What follows belongs to an exercise in optimizing a design on an open flow for small area; a production flow would make more cautious choices. No run shown here included a check of the RTL's function; only the layout flow was run. Power and IR drop assume default switching activity.

==> flow/design.v (outline; a module is shown in full before it is edited, if it fits) <==
// module vga_clkgen: 22 lines
// module vga_vtim: 82 lines
// module vga_tgen: 55 lines
// module vga_colproc: 294 lines
// module vga_fifo: 103 lines
// module vga_fifo_dc: 98 lines
// module vga_pgen: 219 lines
// module vga_csm_pb: 52 lines
// module vga_wb_master: 269 lines
// module vga_wb_slave: 263 lines
// module vga_enh_top: 282 lines
module vga_enh_top (
	wb_clk_i, wb_rst_i, wb_inta_o,
	wbs_adr_i, wbs_dat_i, wbs_dat_o, wbs_sel_i, wbs_we_i, wbs_stb_i, wbs_cyc_i, wbs_ack_o, wbs_rty_o, wbs_err_o,
	wbm_adr_o, wbm_dat_i, wbm_cti_o, wbm_bte_o, wbm_sel_o, wbm_we_o, wbm_stb_o, wbm_cyc_o, wbm_ack_i, wbm_err_i,
	clut_mem_adr_o, clut_mem_we_o, clut_mem_d_o, clut_mem_q_i,
	line_mem_wadr_o, line_mem_we_o, line_mem_d_o, line_mem_radr_o, line_mem_q_i,
	hsync_pad_o, vsync_pad_o, csync_pad_o, blank_pad_o, r_pad_o, g_pad_o, b_pad_o
	);
  // ...
==> flow/run.sh <==
#!/bin/bash
# synth_recipe.tcl (not shown) runs the flow's synth.tcl, then flattens the netlist and writes it again
# the make line also repeats each setting of config.mk as NAME=value (left out here)
make -C /OpenROAD-flow-scripts/flow DESIGN_CONFIG=/design/flow/config.mk WORK_HOME=/design/flow/orfs CLKGATE_MAP_FILE= SYNTH_SCRIPT=/design/flow/synth_recipe.tcl finish
==> flow/config.mk <==
export PLATFORM = sky130hd
export DESIGN_NAME = vga_enh_top
export DESIGN_NICKNAME = vga_enh_top
export VERILOG_FILES = /design/flow/design.v
export SDC_FILE = /design/flow/constraint.sdc
export NUM_CORES = 4
export LEC_CHECK = 0
export CAP_MARGIN = 20
export CORE_MARGIN = 2
export CORE_UTILIZATION = 40
export SLEW_MARGIN = 20
==> flow/constraint.sdc <==
create_clock -name core_clock -period 10.0 [get_ports {wb_clk_i}]
set_input_delay 2.0000 -clock core_clock [delete_from_list [all_inputs] [get_ports {wb_clk_i}]]
set_output_delay 2.0000 -clock core_clock [all_outputs]
set_load 0.01 [all_outputs]
==> impl_results.md, run 1 <==
* Outcome: finished clean
* GRT Max-Usage Layer: met2
* Psw at 2954 uW
* Crit path DAT at 4.01 ns
* Total Power at 14150 uW
* CTS Buf Count at 177
* CTS Hold Bufs at 0
* Buffers inserted by post-CTS timing repair at 0
* Commonest non-fill, non-tap cells in the layout: edfxtp_1 (1055), nand2_1 (889), dfxtp_1 (613), a21oi_1 (429), clkdlybuf4s50_1 (303)
* I/O pin total at 316
* Starting Density at 40.30%
* CP Class: primary input to output pin
* Routed WL at 205.1 mm
* Sequential cell area at between 40000 and 50000 um^2
* P per Cell Area at 175.5 nW/um^2
* Slew of the pin with the lowest slew margin at 1.173 ns
* Placed cell area at approximately 75000 um^2
* Mapped Area at 69210 um^2
* MaxCap Viol Count at 0
* Gate power share at under 10%
* Root buffer cell: clkbuf_16
* Worst hold stages at 0
* CLK BUF at 243
* Area contributors post-synth: edfxtp_1 (46%), dfxtp_1 (18%), mux4_2 (9.3%)
* First-pass GRT wire length at 297.2 mm
* Standard-cell rows at 152
* Worst setup SP type: primary input
* Fmax at 0.1664 GHz
* Post-Synth XOR/XNOR Area at 2.303%
* Worst reg-to-reg path cell count at 4
* Top pwr grp: registers
==> run 2, diff against run 1 <==
--- a/flow/config.mk
+++ b/flow/config.mk
@@ -5,7 +5,9 @@
 export SDC_FILE = /design/flow/constraint.sdc
 export NUM_CORES = 4
 export LEC_CHECK = 0
+export ABC_AREA = 1
 export CAP_MARGIN = 20
 export CORE_MARGIN = 2
-export CORE_UTILIZATION = 40
+export CORE_UTILIZATION = 60
+export CTS_BUF_LIST = sky130_fd_sc_hd__clkbuf_4
 export SLEW_MARGIN = 20
==> impl_results.md, run 2 <==
* 1st-iter DRT viols at 7227
* Post-synth EDFFs at 1055
* Congestion Overflow GR at 0
* Layout cell share with drive strength beyond 1 at 10.66%
* Die ar. at 121900 um^2
* Int Power at 10510 uW
* Commonest non-fill, non-tap cells in the layout: edfxtp_1 (1055), o21ai_0 (1023), nand2_1 (859), nor2_1 (781), a21oi_1 (664)
* Crit. End Element: output pin
* Final Core Density at between 60% and 70%
* Clk slew on worst S/H paths at 0.07 ns
* CTS Buf Count at 429 (+140%)
* First-pass GRT wire length at 317.2 mm (+6.7%)
* P per Cell Area at 166.0 nW/um^2 (-5.5%)
* Gate power share at 2.0% (+0.2 points)
* Starting Density at 60.55% (+20 points)
* Part of the power in the clock network at 43.2%
* Mapped Area at 71490 um^2 (+3.3%)
* Clk Latency, worst-skew pair at 1.32 ns
* Crit path time final at about 6.5 ns
* Largest regs: wbm.data_fifo.mem (512), pixel_generator.rgb_fifo.mem (384)
* DR pass1 iterations at 6
* MaxCap Viol Count at 0 (unchanged)
* Fin nets at just under 8k
* CP required at 8.00 ns
* HPWL Detailed at 134.3 mm
* Worst reg2reg path startpoint: wbm.cyc_o
* TritonCTS clock tree: yes
* Critical-path top delay cell: dfxtp_4
* Sw frac at between 20% and 30%
* Final setup vio count at 0
* Root buffer cell: clkbuf_4
* Layout area overhead at 13.33%
* RSZ-0062 raised after global routing: no
* H-tree depth at 5
* Critical-path cell list: buf_12 -> a21oi_1 -> o21ai_0 -> o21ai_0 -> o211ai_1 -> nand2_1 -> clkdlybuf4s50_1
* DRC viols at 0
* Design area at roughly 80000 um^2
* I/O pin total at 316 (unchanged)
* Largest net degree at the start of global routing at 203
* Wire per inst at 22.64 um
* Max Slew Vio Count at 0
* Fmax at 0.1537 GHz (-7.6%)
* Synth cell count leaders: edfxtp_1 (1055), o21ai_0 (1023), nand2_1 (859), nor2_1 (815), a21oi_1 (664)
* Routed via count at ~57k
* Die W at 349.2 um
* Area contributors post-synth: edfxtp_1 (44%), dfxtp_1 (17%), o21ai_0 (7.2%)
* Final Hold Violating Endpoints at 0
* Total Power at 13450 uW (-5.0%)
* Worst setup SP type: flop
* Vias per cell at 5.984
* Placed cell area at 75430 um^2 (+0.95%)
* Synth area leader: edfxtp_1
* Initial antenna violation count at 24
* Max FFs per register at 512
* Seq/Total Area, Yosys at between 60% and 70%
* Clk sink count at 1678
* PostCTS Resize Cnt at 0
* Critical Path Max Stage Delay at 1.03 ns
* Mean Syn Cell Area at roughly 9.8 um^2
* Final Skew at approximately 0.066 ns
* Antenna-violating nets left at 0
* DP Cell Count at 8773
* Psw at 2933 uW (-0.72%)
* Non-Filler Instances at 9547
* Lkg Pwr at 0.02979 uW
* Max clock buf depth at 4
* DIE HEIGHT at 349.2 um
* Buffers inserted by post-CTS timing repair at 0 (unchanged)
* Count of cell types in the netlist at 53
* Final period util at 65.08%
* Most frequent CP cell: o21ai_0
* Standard-cell rows at 126 (-17%)
* Most flop-heavy register: wbm.data_fifo.mem
* Final setup TNS at 0 ns
* Commonest non-fill, non-tap cell in the layout: edfxtp_1
* Seq pwr share at approximately 55%
* FFs w/ async S/R, synth at 0%
* CTS Hold Bufs at 0 (unchanged)
* Top FF cell, synth: edfxtp_1
* Maximum VDD drop at 0.0001540 V
* Slew of the pin with the lowest slew margin at 1.189 ns (+0.01685 ns)
* Outcome: finished clean
* Hold crit path type: flop to flop
* Crit path DAT at 4.51 ns (+0.50 ns)
* RD Place Congestion at 0.9924
* FF+latch count, synth at 1678
* CP Class: flop to output pin
* Routed WL at 216.1 mm (+5.4%)
* Vias in the first global route at 51.86k
* Slew Limit Headroom at 19.87%
* Top-area cell type share of the netlist area at roughly 44%
* Port Buf Inserts at between 300 and 400
* Core area at 118100 um^2
* Count leader, synth: edfxtp_1
* CP max FO at between 200 and 250
* GRT Total Usage at 34.79%
* Yosys warnings at 19
* Mapped Cells at 7297
* Hold Crit Start: line_fifo.srptr_gray[2]
[run 2: worst max-delay path, delay by kind of cell (launching register included)]
kind,cells,cell delay (ns)
AOI/OAI and AO/OA,4,0.64
buffers and inverters,2,1.18
DFF,1,1.03
and+or+nand+nor,1,0.10
[run 2: path summary, 6_finish.rpt]
path                                                 end  depth (start not counted)  slack, ns
worst max-delay path                    line_mem_d_o[11]                          7       3.49
worst min-delay path            line_fifo.ssrptr_gray[2]                          0       0.32
worst max register to register         wbm.hgate_cnt[12]                         13       6.18
worst min register to register  line_fifo.ssrptr_gray[2]                          0       0.32
[run 2: cell type report]
type                       count  area, um^2
antenna                       16       40.04
clock buffer                 647        4857
clock inverter               106       564.3
fill                        9332       37060
inverter                     676        2552
multi-input combinational   4513       23210
sequential                  1678       44170
tap                         1536        1922
timing repair buffer         375        3699
[run 2: power groups by stage]
stage	Sequential, uW	Combinational [uW]	Clock, uW
finish	7370	264	5810
global route	7370	275	6250
CTS	7370	255	5890
detailed placement	7520	254	0
global placement	7520	252	0
floorplan	7520	73.0	0
[run 2: stage by stage]
stage	setup slack (ns)	hold WS [ns]
3_5_place_dp	3.821	0.3132
6_report	3.492	0.3217
2_1_floorplan	5.428	0.3096
4_1_cts	3.475	0.3194
3_3_place_gp	3.820	0.3096
5_1_grt	3.193	0.3234
[run 2: cell families (layout without fill, tap and decap cells)]
kind of cell / count (synthesis) / after routing / synth area share [%]
xor gates and xnor gates: 122 / 122 / 1.495
adders and majority gates: 42 / 42 / 0.7561
and+or+nand+nor: 2025 / 2025 / 11.51
muxes: 96 / 96 / 1.344
buffers and inverters: 1113 / 1804 / 6.155
AOI/OAI and AO/OA: 2219 / 2219 / 16.97
other: 2 / 25 / 0.01050
DFF: 1678 / 1678 / 61.76
[run 2: layer usage]
layer	wire length, um	track usage [%]
met5	157	0
met1	90840	49.94
met3	25540	9.570
met4	6815	13.20
met2	92790	50.47

## what the ideal ports hide
The results above use ideal ports. As a check the final layouts listed here were re-extracted and re-timed, cells and wires unchanged.
Step 1 sets driving cells, clkbuf_16 on the clock port and buf_2 on the other inputs (assumed; they add their load-dependent delay and slew).
Step 2 also shifts input and output timing later by t, the mid clock arrival at the registers, as if the neighbouring blocks saw the same clock.
Slacks: ideal ports / drivers / drivers and shift; pairs: ideal ports / drivers.
run | t (ns) | setup slack, ns | worst slew at a driven data input, ns
run 1 | 0.875 | 3.990 / 3.829 / 3.829 | 0.21
run 2 | 1.363 | 3.492 / 3.417 / 3.686 | 0.15
After both steps every run listed still meets setup and hold. For run 1, which loses most, drivers alone change the setup slack by -0.161 ns; drivers and shift together by -0.161 ns.
